What follows belongs to an exercise in optimizing a design on an open flow for small area; a production flow would make more cautious choices. The RTL was checked by simulation tests, not by an equivalence proof against the original design. The clock port is modelled as an ideal driver; clocking choices that lean on that would not hold on a real chip. Power is estimated from default activity; no workload was simulated.

## dvi_status
module dvi_status
(
	input clk,               
	input rst,               
	input clk_en,            
	input [31:0] rez1,       
	input [31:0] rez2,       
	input [15:0] freq,       
	input [15:0] elapsed,    
	input  [7:0] mark,
	output [9:0] tmds_red,
	output [9:0] tmds_green,
	output [9:0] tmds_blue
);
clock: 10.0 ns
lec_check: 0
cap_margin: 10
core_margin: 2
core_utilization: 40
cts_buf_list: sky130_fd_sc_hd__clkbuf_8
place_density: 0.6
slew_margin: 10
standard.sh (not shown) runs the stock make flow with config.mk's settings and CLKGATE_MAP_FILE= SYNTH_SCRIPT=/design/flow/synth_recipe.tcl, a recipe that flattens the netlist after the stock synthesis.
==> flow/flow/run.sh <==
#!/bin/bash
# Layout flow: the standard layout (standard.sh) with these changes:
#  - synthesis keeps the small modules (aoi3, aoi2, hexnum, seg7, beamdec,
#    tmds_bias_*, tmds_symbols) apart while it maps them, so each is mapped
#    on its own (synth_recipe.tcl still flattens the design at the end; the
#    registers are the standard synthesis's);
#  - ports are buffered with the smallest buffer (buf_1) instead of the
#    resizer's default pick;
#  - right after floorplan, each combinational cell is set to the smallest
#    cell of the same function (repair_design sizes up again where needed);
#  - the clock tree is four clkbuf_8, each driving a quarter of the
#    registers, placed by cts_pre.tcl; clock_tree_synthesis then has nothing
#    left to do.
# Each step's full tool output goes to orfs/logs (ORFS's own logs); make's
# output goes to standard.log in this folder.
set -euo pipefail
here=$(cd "$(dirname "$0")" && pwd)
export SYNTH_KEEP_MODULES="aoi3 aoi2 hexnum seg7 tmds_bias_p tmds_bias_z tmds_bias_b beamdec tmds_symbols"
export BUFFER_PORTS_ARGS="-buffer_cell sky130_fd_sc_hd__buf_1"
export POST_FLOORPLAN_TCL="$here/downsize.tcl"
export PRE_CTS_TCL="$here/cts_pre.tcl"
export CLK_NLEAF=4 CLK_LEAF_CELL=sky130_fd_sc_hd__clkbuf_8
export CTS_ARGS="-clk_nets clk -buf_list sky130_fd_sc_hd__clkbuf_8 -dont_use_dummy_load"
bash standard.sh > standard.log 2>&1
Other scripts of this flow, unchanged in this note and not shown: flow/flow/cts_pre.tcl, flow/flow/downsize.tcl
The first run ran to the end with no violations.
Edit:
--- a/flow/flow/run.sh
+++ b/flow/flow/run.sh
@@ -2,3 +2,3 @@
 # Layout flow: the standard layout (standard.sh) with these changes:
-#  - synthesis keeps the small modules (aoi3, aoi2, hexnum, seg7, beamdec,
+#  - synthesis keeps the modules (vgaout, aoi3, aoi2, hexnum, seg7, beamdec,
 #    tmds_bias_*, tmds_symbols) apart while it maps them, so each is mapped
@@ -17,3 +17,3 @@
 here=$(cd "$(dirname "$0")" && pwd)
-export SYNTH_KEEP_MODULES="aoi3 aoi2 hexnum seg7 tmds_bias_p tmds_bias_z tmds_bias_b beamdec tmds_symbols"
+export SYNTH_KEEP_MODULES="aoi3 aoi2 hexnum seg7 tmds_bias_p tmds_bias_z tmds_bias_b beamdec tmds_symbols vgaout"
 export BUFFER_PORTS_ARGS="-buffer_cell sky130_fd_sc_hd__buf_1"
Result: Worst setup slack loses 1100 ps. Synthesized area decreases slightly. Total power is lower slightly. Global-route usage barely changes. Via count rises slightly. Sequential share of layout area rises by 0.23 points. Die area falls slightly. Sequential power is about the same. Final area falls slightly. Combinational power stays flat.


The RTL this note starts from:
==> flow/design.v <==
module vgaout
(
	input clk,
	input rst,       
	input en,        
	input en1,       
	input [31:0] rez1,
	input [31:0] rez2,
	input [15:0] freq,
	input [15:0] elapsed,
	input  [7:0] mark,
	output de,
	output hs,
	output vs,
	output first,    
	output pix,      
	output [1:0] row
);
reg [9:0] c, d;
wire c_wrap = c[9] & c[8] & c[6] & c[5] & c[3];
wire d_wrap = d[9] & d[4] & d[3] & d[2];
wire nextline = (c == 10'd15);
wire c_load = rst | (en & c_wrap);
wire d_load = rst | (en & nextline & d_wrap);
wire [9:0] c_inc = c + {9'd0, en};
wire [9:0] d_inc = d + {9'd0, en & nextline};
always @(posedge clk) begin
	c <= c_load ? 10'd14 : c_inc;
	d <= d_load ? 10'd15 : d_inc;
end
assign hs = !(c >= 10'd15 && c <= 10'd76);
assign vs = (d >= 10'd16 && d <= 10'd21);
assign de = (c >= 10'd143 && c <= 10'd862) && (d >= 10'd46 && d <= 10'd525);
assign first = (c == 10'd143);
assign row = d[8:7];
reg [31:0] rv;
wire [1:0] ahead = {1'b0, en1} + {1'b0, en};
wire ld = (c[9:7] == 3'b001) && (c[6:0] != 7'h7f) &&
          !(c[6:0] == 7'h7e && ahead != 2'd0) &&
          !(c[6:0] == 7'h7d && ahead == 2'd2);
wire [31:0] r3 = {elapsed, freq};
wire [31:0] src;
genvar i;
generate
	for (i = 0; i < 32; i = i + 1) begin : g_src
		if (i % 4 == 3) begin : g_m
			assign src[i] = d[8] ? (d[7] ? rez2[i] : rez1[i]) : (d[7] ? r3[i] : mark[i/4]);
		end else begin : g_n
			assign src[i] = d[8] ? (d[7] ? rez2[i] : rez1[i]) : r3[i];
		end
	end
endgenerate
always @(posedge clk)
	if (ld)
		rv <= src;
wire window = c[9] ^ c[8];
wire [2:0] digit = {c[9], c[7:6]};
wire [1:0] x = {c[5], c[4] | c[3]};
wire [2:0] y = {d[6:5], d[4] | d[3]};
reg [3:0] nib;
always @(*)
	case (digit)
	3'd0: nib = rv[31:28];
	3'd1: nib = rv[27:24];
	3'd2: nib = rv[23:20];
	3'd3: nib = rv[19:16];
	3'd4: nib = rv[15:12];
	3'd5: nib = rv[11:8];
	3'd6: nib = rv[7:4];
	default: nib = rv[3:0];
	endcase
wire rezpix;
hexnum digs
(
	.value(nib),
	.x(x),
	.y(y),
	.hide(d[8:7] == 2'b01 && digit == 3'd4),
	.image(rezpix)
);
wire mrow = (d >= 10'd111 && d <= 10'd118);
wire mpix = (x != 2'd3) && mrow && nib[3];
assign pix = window && (d[9:7] == 3'b000 ? mpix : (!d[9] && rezpix));
endmodule
module hexnum
(
	input  [3:0] value,
	input  [1:0] x,
	input  [2:0] y,
	input        hide,
	output image
);
reg [6:0] ss;
reg i;
always @(*) begin
	if(hide) ss = 7'b0000000;
	else
	case (value)   
	4'h0: ss = 7'b0111111;
	4'h1: ss = 7'b0000110;
	4'h2: ss = 7'b1011011;
	4'h3: ss = 7'b1001111;
	4'h4: ss = 7'b1100110;
	4'h5: ss = 7'b1101101;
	4'h6: ss = 7'b1111101;
	4'h7: ss = 7'b0000111;
	4'h8: ss = 7'b1111111;
	4'h9: ss = 7'b1101111;
	4'ha: ss = 7'b1110111;
	4'hb: ss = 7'b1111100;
	4'hc: ss = 7'b0111001;
	4'hd: ss = 7'b1011110;
	4'he: ss = 7'b1111001;
	4'hf: ss = 7'b1110001;
	endcase
end
always @(*) begin
	case (y)
	3'd0: case (x)
				2'd0: i = ss[0]|ss[5];
				2'd1: i = ss[0];
				2'd2: i = ss[0]|ss[1];
				default: i = 1'b0;
			endcase
	3'd1: case (x)
				2'd0: i = ss[5];
				2'd2: i = ss[1];
				default: i = 1'b0;
			endcase
	3'd2: case (x)
				2'd0: i = ss[5]|ss[4];
				2'd1: i = ss[6];
				2'd2: i = ss[1]|ss[2];
				default: i = 1'b0;
			endcase
	3'd3: case (x)
				2'd0: i = ss[4];
				2'd2: i = ss[2];
				default: i = 1'b0;
			endcase
	3'd4: case (x)
				2'd0: i = ss[3]|ss[4];
				2'd1: i = ss[3];
				2'd2: i = ss[3]|ss[2];
				default: i = 1'b0;
			endcase
	default: i = 1'b0;
	endcase
end
assign image = i;
endmodule
module tmds_encoder
(
	input clk,
	input rst,        
	input blank,
	input ff,         
	input f7,         
	output neg        
);
	reg [3:0] dc_bias;
	assign neg = dc_bias[3];
	always @(posedge clk)
		if (rst || blank)
			dc_bias <= 4'd0;
		else if (neg)
			dc_bias <= dc_bias + (ff ? 4'd3 : f7 ? 4'd2 : 4'd5);
		else
			dc_bias <= dc_bias - (f7 ? 4'd3 : 4'd4);
endmodule
module dvi_status
(
	input clk,               
	input rst,               
	input clk_en,            
	input [31:0] rez1,       
	input [31:0] rez2,       
	input [15:0] freq,       
	input [15:0] elapsed,    
	input  [7:0] mark,
	output [9:0] tmds_red,
	output [9:0] tmds_green,
	output [9:0] tmds_blue
);
	reg rst1, rst2, en1, en2;
	always @(posedge clk) begin
		rst1 <= rst;
		rst2 <= rst1;
		en1 <= clk_en;
		en2 <= en1;
	end
	wire de, hs, vs, first, pix;
	wire [1:0] row;
	vgaout showrez
	(
		.clk(clk),
		.rst(rst2),
		.en(en2),
		.en1(en1),
		.rez1(rez1),
		.rez2(rez2),
		.freq(freq),
		.elapsed(elapsed),
		.mark(mark),
		.de(de),
		.hs(hs),
		.vs(vs),
		.first(first),
		.pix(pix),
		.row(row)
	);
	wire r_ff = pix & row[0];
	wire g_ff = pix & ~(row[1] & row[0]);
	wire b_ff = pix & ~row[1] & ~row[0];
	wire b_7f = ~pix & ~first;
	wire blank = ~de;
	wire p_neg, z_neg, b_neg;
	tmds_encoder u21 (.clk(clk), .rst(rst2), .blank(blank), .ff(pix),  .f7(1'b0), .neg(p_neg));
	tmds_encoder u22 (.clk(clk), .rst(rst2), .blank(blank), .ff(1'b0), .f7(1'b0), .neg(z_neg));
	tmds_encoder u23 (.clk(clk), .rst(rst2), .blank(blank), .ff(b_ff), .f7(b_7f), .neg(b_neg));
	wire r_neg = row[0] ? p_neg : z_neg;
	wire g_neg = (row[1] & row[0]) ? z_neg : p_neg;
	wire k = rst2 | blank;
	assign tmds_red   = {k | (r_ff ^ r_neg), k | ~r_ff,
	                     ~k & r_neg, k | r_neg, ~k & r_neg, k | r_neg,
	                     ~k & r_neg, k | r_neg, ~k & r_neg, ~k & r_neg};
	assign tmds_green = {k | (g_ff ^ g_neg), k | ~g_ff,
	                     ~k & g_neg, k | g_neg, ~k & g_neg, k | g_neg,
	                     ~k & g_neg, k | g_neg, ~k & g_neg, ~k & g_neg};
	wire c0 = ~hs;                       
	wire c1 = ~vs;                       
	wire b_00 = ~b_ff & ~b_7f;
	wire b9 = blank ? ~(c1 ^ c0) : (b_neg ^ ~b_00);
	wire b8 = blank ? ~c0 : b_00;
	wire b7 = blank ? c0 : (b_neg ^ b_7f);
	wire bo = blank ? c0 : b_neg;        
	wire be = blank ? ~c0 : b_neg;       
	assign tmds_blue = {b9 | rst2, b8 | rst2, b7 & ~rst2, be | rst2, bo & ~rst2, be | rst2,
	                    bo & ~rst2, be | rst2, bo & ~rst2, bo & ~rst2};
endmodule
Settings: LEC_CHECK=0, CAP_MARGIN=20, CORE_MARGIN=2, CORE_UTILIZATION=40, CTS_BUF_LIST=sky130_fd_sc_hd__clkbuf_8, PLACE_DENSITY=0.6, SLEW_MARGIN=20; clock period 10.0 ns.
==> flow/flow/run.sh <==
#!/bin/bash
# Layout flow: the standard layout (standard.sh), with three changes:
#  - ports are buffered with the smallest buffer (buf_1) instead of the
#    resizer's default pick;
#  - right after floorplan, each combinational cell is set to the smallest
#    cell of the same function (repair_design sizes up again where needed);
#  - clock tree built from clkbuf_4 without dummy loads.
# Each step's full tool output goes to orfs/logs (ORFS's own logs); make's
# output goes to standard.log in this folder.
set -euo pipefail
here=$(cd "$(dirname "$0")" && pwd)
export BUFFER_PORTS_ARGS="-buffer_cell sky130_fd_sc_hd__buf_1"
export POST_FLOORPLAN_TCL="$here/downsize.tcl"
export CTS_ARGS="-buf_list sky130_fd_sc_hd__clkbuf_16 -root_buf sky130_fd_sc_hd__clkbuf_16 -dont_use_dummy_load -repair_clock_nets"
bash standard.sh > standard.log 2>&1
==> flow/flow/downsize.tcl <==
# Set every combinational cell to the smallest-area cell of the same
# function (same base name, other drive strength). Registers, clock cells,
# tie cells and physical cells are left as they are.
set n 0
foreach inst [get_cells *] {
  set master [get_property $inst ref_name]
  if {![regexp {^(sky130_fd_sc_hd__([a-z0-9]+))_([0-9]+)$} $master -> base short size]} { continue }
  if {[regexp {^(df|edf|sdf|sedf|dl|clk|conb|tap|fill|decap|diode|lpflow|probe)} $short]} { continue }
  set best ""
  set best_area 1e9
  foreach lc [get_lib_cells -quiet "*/${base}_*"] {
    set name [get_name $lc]
    if {![regexp "^${base}_\[0-9\]+\$" $name]} { continue }
    if {[get_property $lc dont_use]} { continue }
    set skip 0
    foreach pat $::env(DONT_USE_CELLS) { if {[string match $pat $name]} { set skip 1 } }
    if {$skip} { continue }
    set a [get_property $lc area]
    if {$a < $best_area} { set best_area $a; set best $lc }
  }
  if {$best ne "" && [get_name $best] ne $master} {
    replace_cell $inst $best
    incr n
  }
}
puts "downsize: replaced $n cells"
The baseline finished with timing, DRC and antenna clean.
Next try:
--- a/flow/flow/run.sh
+++ b/flow/flow/run.sh
@@ -14 +14 @@
-export CTS_ARGS="-buf_list sky130_fd_sc_hd__clkbuf_16 -root_buf sky130_fd_sc_hd__clkbuf_16 -dont_use_dummy_load -repair_clock_nets"
+export CTS_ARGS="-sink_clustering_enable -sink_clustering_size 34 -sink_clustering_max_diameter 200 -buf_list sky130_fd_sc_hd__clkbuf_8 -dont_use_dummy_load -repair_clock_nets"
Result: Area after synthesis does not change. Die area is unchanged. Worst setup slack is worse by 0.036 ns. Sequential share of layout area rose by 0.66 points. Maximum frequency drops by about 0.54%. Design area drops by about 2%. Power went down by 14%. Non-clock buffer count is unchanged. Count of clock-buffer cells in the layout does not change.
Next try:
--- a/flow/flow/run.sh
+++ b/flow/flow/run.sh
@@ -14 +13,0 @@
-export CTS_ARGS="-sink_clustering_enable -sink_clustering_size 34 -sink_clustering_max_diameter 200 -buf_list sky130_fd_sc_hd__clkbuf_8 -dont_use_dummy_load -repair_clock_nets"
=> The changed run produced a clean layout. Worst setup slack gets better by 0.011 ns. Global-route usage is about the same. Utilization rises by 0.76 points. Die area is unchanged. Routed wire length stays flat.

port drivers added, routing unchanged:
The flow's constraints put no driver on any port. The routed layouts listed below were extracted and timed again, unchanged, in two steps.
Step 1 assumes that a clkbuf_16 drives the clock port and a buf_2 every other input.
Step 2 moves the port delays by t, midway between the first and last clock arrival at a register: inputs arrive t later, outputs are due t later. That takes back most of the time a late clock gives input paths.
Three values: no drivers, after step 1, after step 2; two values: the first two.
run | t (ns) | setup slack, ns | clock arrival spread, ns | slew at the worst register clock pin (ns) | worst slew at a driven data input, ns
the first run of note 1 | 0.226 | 3.490 / 3.424 / 3.650 | 0.018 / 0.017 | 0.11 / 0.11 | 0.04
the second run of note 1 | 0.216 | 2.411 / 2.351 / 2.568 | 0.015 / 0.015 | 0.11 / 0.11 | 0.04
the first run of note 2 | 0.358 | 3.435 / 3.398 / 3.756 | 0.022 / 0.022 | 0.06 / 0.06 | 0.05
the second run of note 2 | 0.369 | 3.399 / 3.366 / 3.735 | 0.028 / 0.028 | 0.08 / 0.08 | 0.05
the third run of note 2 | 0.379 | 3.410 / 3.377 / 3.756 | 0.010 / 0.010 | 0.09 / 0.09 | 0.05
After both steps every run listed still meets setup and hold.
